This design comes from an exercise in tuning for small area and a short achievable clock period on the open sky130 flow, not from production work.
Function was checked by simulation only, so behaviour that the tests miss may differ from the original.

## flow/design.v (module list and top-level ports; edited modules follow where they fit)
// module div16_reg: 24 lines
// module div_16bit: 1386 lines
// module g_a21oi: 3 lines
// module g_inv: 3 lines
// module g_nand2: 3 lines
// module g_nor2: 3 lines
// module g_nor2b: 3 lines
// module g_o21ai: 3 lines
// module g_xnor2: 3 lines
// module g_xor2: 3 lines
module div16_reg (
    input wire clk,
    input wire [15:0] A,
    input wire [7:0] B,
    output reg [15:0] result,
    output reg [15:0] odd
);
  // ...
==> flow/flow/run.sh <==
#!/bin/bash
set -euo pipefail
bash standard.sh \
  BUFFER_PORTS_ARGS="-buffer_cell sky130_fd_sc_hd__buf_1" \
  SETUP_SLACK_MARGIN=16 \
  ABC_LOAD_IN_FF=1 \
  finish > standard.log 2>&1
==> flow/standard.sh <==
#!/bin/bash
# synth_recipe.tcl (not shown) runs the flow's synth.tcl, then flattens the netlist and writes it again
# the make line also repeats each setting of config.mk as NAME=value (left out here)
make -C /OpenROAD-flow-scripts/flow DESIGN_CONFIG=/design/flow/config.mk WORK_HOME=/design/flow/orfs CLKGATE_MAP_FILE= SYNTH_SCRIPT=/design/flow/synth_recipe.tcl "${@:-finish}"
==> flow/config.mk <==
export PLATFORM = sky130hd
export DESIGN_NAME = div16_reg
export DESIGN_NICKNAME = div16_reg
export VERILOG_FILES = /design/flow/design.v
export SDC_FILE = /design/flow/constraint.sdc
export NUM_CORES = 4
export LEC_CHECK = 0
export CAP_MARGIN = 20
export CORE_MARGIN = 2
export CORE_UTILIZATION = 40
export CTS_BUF_LIST = sky130_fd_sc_hd__clkbuf_8
export SLEW_MARGIN = 20
export SYNTH_HIERARCHICAL = 1
export SYNTH_MINIMUM_KEEP_SIZE = 0
==> flow/constraint.sdc <==
create_clock -name core_clock -period 36.0 [get_ports {clk}]
set_input_delay 7.2000 -clock core_clock [delete_from_list [all_inputs] [get_ports {clk}]]
set_output_delay 7.2000 -clock core_clock [all_outputs]
set_load 0.01 [all_outputs]
==> impl_metrics.tcl, run 1 <==
set metrics [dict create \
    critPathMaxStageDelay_ns 0.36 \
    synth_xor_area_share_pct 31.5 \
    synthTopCellsByArea "dfxtp_1 22%, xor2_1 18%, nor2_1 15%, xnor2_1 14%, nand2_1 9.5%" \
    whs_ns 0.467 \
    fin_nets 874 \
    path_class "register to register" \
    start_util_pct 40.7 \
    yosys.area.top_type "dfxtp_1" \
    dr_wl_met2_mm 5.41 \
    yosysTopAreaCellShare_pct 21.9 \
    slew_headroom_pct 57.1 \
    fp.dieW_um 117 \
    cap_violations 0 \
    final_layout_size_suffix_gt1_share_pct 11.5 \
    hp-class "register to register" \
    status "timing/DRC/antenna clean" \
    antenna_found_initial 0 \
    wl_per_cell_um 11.5 \
    finClkSkew_ns 0.00881 \
    taps 172 \
    cts_buffer_depth 2 \
    synthMuxAreaShare_pct 0 \
    worst_r2r_path_depth 114 \
    port_buffers 56 \
    wl_met3_um 428 \
    tns_ns 0 \
    synth_compound_area_share_pct 14.1 \
]
==> run 2: changes to the inputs <==
--- a/flow/config.mk
+++ b/flow/config.mk
@@ -9,5 +9,4 @@
 export CORE_MARGIN = 2
 export CORE_UTILIZATION = 40
-export CTS_BUF_LIST = sky130_fd_sc_hd__clkbuf_8
 export SLEW_MARGIN = 20
 export SYNTH_HIERARCHICAL = 1
==> run 2 against run 1 <==
Against the previous run:
- area after synthesis unchanged
- worst setup slack better by 0.028 ns
- critical path depth unchanged
- still clean
- clock skew about the same
- cell area up 0.94%
- routed wire length about the same
- global-route usage about the same
- non-clock buffer count unchanged
- critical endpoint unchanged
- hold slack worse by 0.0049 ns
==> impl_metrics.tcl, run 2 <==
set metrics [dict create \
    post-route-period-util_pct 50.4 \
    synthTopCellsByArea "dfxtp_1 22%, xor2_1 18%, nor2_1 15%, xnor2_1 14%, nand2_1 9.5%" \
    grt_pass1_vias 4153 \
    hpwlAfterDp_mm 8.39 \
    final_common_cell "nor2_1" \
    nFillCells 1303 \
    rows 41 \
    fin_nets 874 \
    yosys.area.top_type "dfxtp_1" \
    worstReg2RegStart "b_q[5]" \
    grt_first_pass_wirelength_mm 19.3 \
    hold_depth 1 \
    antenna_found_initial 0 \
    clock_latency_ns 0.31 \
    core_area_sq_um 12600 \
    hp-start "a_q[0]" \
    grt_overflow 0 \
    path_class "register to register" \
    setup_slack_ns 17.84 \
    port_buffers 56 \
    synth.net_count 812 \
    critPathMaxStageDelay_ns 0.36 \
    post-route-drc-count 0 \
    async_flop_share_pct 0 \
    rsz0062_at_grt "false" \
    firstDrtPassIters 5 \
    dieArea_sq_um 13700 \
    yosys_most_used_dff "dfxtp_1" \
    hold_buffers 0 \
    synth_cell_types 25 \
    final_layout_size_suffix_gt1_share_pct 11.5 \
    htree_num_levels 2 \
    syn_inst 787 \
    yosysTopAreaCellShare_pct 21.9 \
    synth.most_common_cell "nor2_1" \
    finalHoldViolCount 0 \
    ys_seq_area_share_pct 21.9 \
    grt_max_degree 46 \
    tns_ns 0 \
    areaGrowthSynthToFinish_pct 18.3 \
    startpoint "b_q[5]" \
    slew_headroom_pct 57.2 \
    ant_nets 0 \
    n_antenna_cell 0 \
    syn_area_per_cell_sq_um 6.50 \
    ys_ff_latch 56 \
    num_vias 4890 \
    hp-class "register to register" \
    fp.dieW_um 117 \
    status "timing/DRC/antenna clean" \
    root_buffer "clkbuf_16" \
    start_util_pct 40.7 \
    fmax_mhz 55.1 \
    cts.sinks 56 \
    path_clk_slew_ns 0.08 \
    wl_mm 11.8 \
    worst_slew_pin_slew_ns 0.642 \
    syn-cell-area_sq_um 5120 \
    tritoncts "built" \
    synthTopCellsByCount "210 x nor2_1, 130 x nand2_1, 103 x xor2_1, 93 x o21ai_1, 81 x xnor2_1" \
    cp.arrival_ns 18.35 \
    final_cell_mix "200 x nor2_1, 130 x nand2_1, 100 x xor2_1" \
    required_ns 36.19 \
    fin_crit_ns 18.16 \
    drv_slew 0 \
    place_congestion 0.802 \
    synth_edf_count 0 \
    grt_use_total_pct 17.4 \
    place_ws_ns 13.64 \
    worstSetupStartpointType "register" \
    cts_buffers 5 \
    worst_r2r_path_depth 114 \
    viasPerCell 4.78 \
    finClkSkew_ns 0.00882 \
    endpoint_kind "register" \
    die_h_um 117 \
    cts_buffer_depth 2 \
    cap_violations 0 \
    crit_slowest_cell "xnor2_1" \
    crit_path_max_fanout 21 \
    top_regs "a_q: 16 flops, odd: 16 flops, result: 16 flops" \
    setup_viol 0 \
    io_pins 57 \
    wl_per_cell_um 11.5 \
    synth_warnings 7 \
    crit_top_cell "nor2_1" \
    drt_iter0_markers 212 \
]
[run 2: cell counts after synthesis]
Identical to the previous run, type by type.
[run 2: final cells by class]
cell class	count	area [sq um]	share of cell area, %
Multi-Input combinational cell	680	4090	67.6
Sequential cell	56	1120	18.5
Timing Repair inverter	1	5.00	0.0827
Inverter	33	128	2.11
Clock inverter	3	26.3	0.434
Clock buffer	5	125	2.07
Timing Repair Buffer	72	342	5.64
Tap cell	172	215	3.56
[run 2: logic make-up after synthesis]
kind of cell           synth area share (%)
AO/OA/AOI/OAI                          14.1
XOR/XNOR                               31.5
buffers and inverters                  5.01
flip-flops                             21.9
AND/OR/NAND/NOR                        27.5
[run 2: path summary, 6_finish.rpt]
check | endpoint | slack (ns)
max | odd[7] | 17.84
min | odd[0] | 0.46
max reg2reg | odd[7] | 17.84
min reg2reg | odd[0] | 0.46
[run 2: per-module statistics from Yosys, one instance, submodules excluded]
module	area [sq um]	cells inside	flip-flops and latches	times used
div16_reg	1120	56	56	1
div_16bit	372	55	0	1
g_a21oi	5.00	1	0	33
g_inv	3.75	1	0	25
g_nand2	3.75	1	0	129
g_nor2	3.75	1	0	208
g_nor2b	6.26	1	0	4
g_o21ai	5.00	1	0	93
g_xnor2	8.76	1	0	81
g_xor2	8.76	1	0	103
[run 2: layer usage]
layer	part of all wire, %	up-vias	GRT usage (%)
met5	0	-	0
met4	0.64	0	3.53
met3	3.5	6	2.52
li1	-	2629	-
met2	46	86	29.3
met1	49	2169	23.7
[run 2: through the flow]
stage                     instance area [sq um]  hold slack [ns]  utilization [%]  cells
final                                      6050            0.462             48.2   1022
after global routing                       6050            0.501             48.2   1022
after CTS                                  5700            0.465             45.4   1014
after detailed placement                   5470            0.454             43.5   1004
after global placement                     5470            0.443             43.5   1004
after floorplan                            5120            0.487                -    787
[run 2: critical path, delay by kind of cell (launching register included)]
| family | cells | cell delay (ns) |
|---|---|---|
| compound gates | 39 | 6.49 |
| simple gates | 51 | 6.42 |
| xor+xnor | 18 | 4.10 |
| buf+inv | 6 | 0.60 |
| flops | 1 | 0.35 |
[run 2: what timing repair did]
action / in CTS / in global routing
endpoints found under the hold margin: 0 / 0
buffers inserted: 1 / 7
resized for setup: 19 / 52
cloned: 1 / 0
setup endpoints to repair: 10 / 10
pin swaps: 1 / 8
==> run 3: changes to the inputs <==
--- a/flow/config.mk
+++ b/flow/config.mk
@@ -8,5 +8,6 @@
 export CAP_MARGIN = 20
 export CORE_MARGIN = 2
-export CORE_UTILIZATION = 40
+export CORE_UTILIZATION = 60
+export PLACE_DENSITY = 0.7
 export SLEW_MARGIN = 20
 export SYNTH_HIERARCHICAL = 1
==> run 3 against run 2 <==
Against the previous run:
- utilization grew 23 points
- routed wire length increased by 1.8%
- clock-buffer cell count is 1 higher
- critical path depth fell by 3
- worst setup slack worse by 0.44 ns
- clock skew shrank 0.0059 ns
- synthesized cell count is the same
- critical endpoint unchanged
- non-clock buffer count is 1 lower
- die area down 32%
==> impl_metrics.tcl, run 3 <==
set metrics [dict create \
    status "timing/DRC/antenna clean" \
    grt_use_total_pct 25.3 \
    fin_crit_ns 18.60 \
    antenna_found_initial 0 \
    fin_nets 873 \
    port_buffers 56 \
    grt_overflow 0 \
    synthTopCellsByArea "dfxtp_1 22%, xor2_1 18%, nor2_1 15%, xnor2_1 14%, nand2_1 9.5%" \
    required_ns 36.18 \
    io_pins 57 \
    viasPerCell 5.29 \
    finish.utilization_pct 71.3 \
    rows 33 \
    htree_num_levels 2 \
    syn_area_per_cell_sq_um 6.50 \
    tritoncts "built" \
    final_common_cell "nor2_1" \
    start_util_pct 62.0 \
    tns_ns 0 \
    fp.dieW_um 96.4 \
    async_flop_share_pct 0 \
    fmax_mhz 53.8 \
    setup_slack_ns 17.40 \
    yosys.area.top_type "dfxtp_1" \
    die_h_um 96.4 \
    worstSetupStartpointType "register" \
    cp.arrival_ns 18.79 \
    areaGrowthSynthToFinish_pct 15.0 \
    n_antenna_cell 0 \
    root_buffer "clkbuf_8" \
    finClkSkew_ns 0.00294 \
    firstDrtPassIters 4 \
    num_vias 5046 \
    ys_seq_area_share_pct 21.9 \
    wl_mm 12.0 \
    crit_path_max_fanout 9 \
    cts.sinks 56 \
    cts_buffer_depth 2 \
    cp_top_family "compound AO/OA/AOI/OAI gates" \
    top_regs "a_q: 16 flops, odd: 16 flops, result: 16 flops" \
    ant_nets 0 \
    worst_r2r_path_depth 111 \
    hold_depth 1 \
    wl_per_cell_um 12.6 \
    startpoint "b_q[4]" \
    ys_ff_latch 56 \
    place_congestion 0.846 \
    syn-cell-area_sq_um 5120 \
    core_area_sq_um 8260 \
    hp-class "register to register" \
    final_cell_mix "200 x nor2_1, 130 x nand2_1, 101 x xor2_1" \
    grt_first_pass_wirelength_mm 18.9 \
    grt_pass1_vias 4284 \
    synthTopCellsByCount "210 x nor2_1, 130 x nand2_1, 103 x xor2_1, 93 x o21ai_1, 81 x xnor2_1" \
    rrSetupSlack_ns 17.40 \
    synth_cell_types 25 \
    synth_warnings 7 \
    hold_buffers 0 \
    rsz0062_at_grt "false" \
    final_layout_size_suffix_gt1_share_pct 10.8 \
    place_ws_ns 13.65 \
    endpoint_kind "register" \
    synth.net_count 812 \
    drv_slew 0 \
    synth_edf_count 0 \
    path_class "register to register" \
    cap_violations 0 \
    worstSetupEndpoint "odd[7]" \
    worst_slew_pin_slew_ns 1.05 \
    worstReg2RegStart "b_q[4]" \
    cts_buffers 5 \
    post-route-drc-count 0 \
    finalHoldViolCount 0 \
    crit_top_cell "nor2_1" \
    hpwlAfterDp_mm 8.52 \
    drt_iter0_markers 201 \
    timing.rr.end "odd[7]" \
    synth.most_common_cell "nor2_1" \
    post-route-period-util_pct 51.7 \
    cp.depth 111 \
    crit_buf_inv 4 \
    setup_viol 0 \
    slew_headroom_pct 29.9 \
    yosysTopAreaCellShare_pct 21.9 \
    clock_latency_ns 0.30 \
    dieArea_sq_um 9290 \
    yosys_most_used_dff "dfxtp_1" \
    syn_inst 787 \
    critPathMaxStageDelay_ns 0.37 \
    path_clk_slew_ns 0.10 \
    grt_max_degree 46 \
    crit_slowest_cell "dfxtp_1" \
]
## run 3: per-module statistics from Yosys, one instance, submodules excluded, excerpt
module / cells / cell area, sq um / times used / flops+latches
g_inv: 1 / 3.75 / 25 / 0
div_16bit: 55 / 372 / 1 / 0
g_nor2b: 1 / 6.26 / 4 / 0
g_nor2: 1 / 3.75 / 208 / 0
div16_reg: 56 / 1120 / 1 / 56
g_xor2: 1 / 8.76 / 103 / 0
g_nand2: 1 / 3.75 / 129 / 0
g_o21ai: 1 / 5.00 / 93 / 0
g_a21oi: 1 / 5.00 / 33 / 0
## run 3: final cells by class
class                           instances  area (sq um)
Clock buffer                            6          72.6
Clock inverter                          2          38.8
Fill cell                             683          2370
Inverter                               33           128
Multi-Input combinational cell        680          4070
Sequential cell                        56          1120
Tap cell                              105           131
Timing Repair Buffer                   71           323
Timing Repair inverter                  1          5.00
## run 3: worst min-delay path by stage
stage	to	slack, ns	from
after CTS	odd[0]	0.47	a_q[0]
after global placement	odd[0]	0.44	a_q[0]
final	odd[0]	0.47	a_q[0]
after global routing	odd[0]	0.49	a_q[0]
after floorplan	odd[14]	0.49	a_q[14]
after detailed placement	odd[0]	0.45	a_q[0]
## run 3: worst reg2reg max path, delay by kind of cell, from the launching register on
family	cells	cell delay [ns]
buffers and inverters	4	0.30
and+or+nand+nor	47	6.06
DFF	1	0.37
AOI/OAI and AO/OA	43	7.55
xor gates and xnor gates	17	4.21
## run 3: kinds of logic (layout without fill, tap and decap cells)
| group | count (synthesis) | in the layout | synth area share [%] |
|---|---|---|---|
| XOR/XNOR | 184 | 184 | 31.5 |
| flip-flops | 56 | 56 | 21.9 |
| AND/OR/NAND/NOR | 356 | 356 | 27.5 |
| buffers and inverters | 51 | 113 | 5.01 |
| AO/OA/AOI/OAI | 140 | 140 | 14.1 |
## run 3: layer usage
metal | wire length, um | GRT usage [%] | up-vias | share of wire [%]
met2 | 6200 | 47.5 | 90 | 52
met4 | 73 | 4.34 | 0 | 0.61
met3 | 399 | 3.05 | 8 | 3.3
met1 | 5340 | 31.2 | 2318 | 44
met5 | 0 | 0 | - | 0
li1 | - | - | 2630 | -
## run 3: what timing repair did
| action | in CTS | in global routing |
|---|---|---|
| resized for setup | 20 | 46 |
| pin swaps | 1 | 10 |
| gates cloned | 1 | 0 |
| buffers inserted | 1 | 7 |
| endpoints found under the setup margin | 10 | 10 |
## run 3: per-stage QoR
stage,std cells,hold WS (ns),instance area [sq um]
after floorplan,787,0.487,5120
after global placement,937,0.444,5390
after detailed placement,937,0.454,5390
after CTS,947,0.469,5580
after global routing,954,0.487,5890
final,954,0.468,5890

==> what the ideal ports hide <==
In the flow no input, the clock included, has a driving cell. The finished layouts below were timed again as built, in two steps. Step 1, drivers: a clkbuf_16 drives clk and a buf_2 each remaining input, both assumed. Step 2 moves the port delays by t, midway between the first and last clock arrival at a register: inputs arrive t later, outputs are due t later. That takes back most of the time a late clock gives input paths. Three values: no drivers, after step 1, after step 2; two values: the first two.
run | t, ns | setup WS [ns] | worst setup path at the end
run 1 | 0.364 | 17.813 / 17.813 / 17.813 | register to register
run 2 | 0.341 | 17.841 / 17.841 / 17.841 | register to register
run 3 | 0.330 | 17.396 / 17.396 / 17.396 | register to register
After both steps every run listed still meets setup and hold.
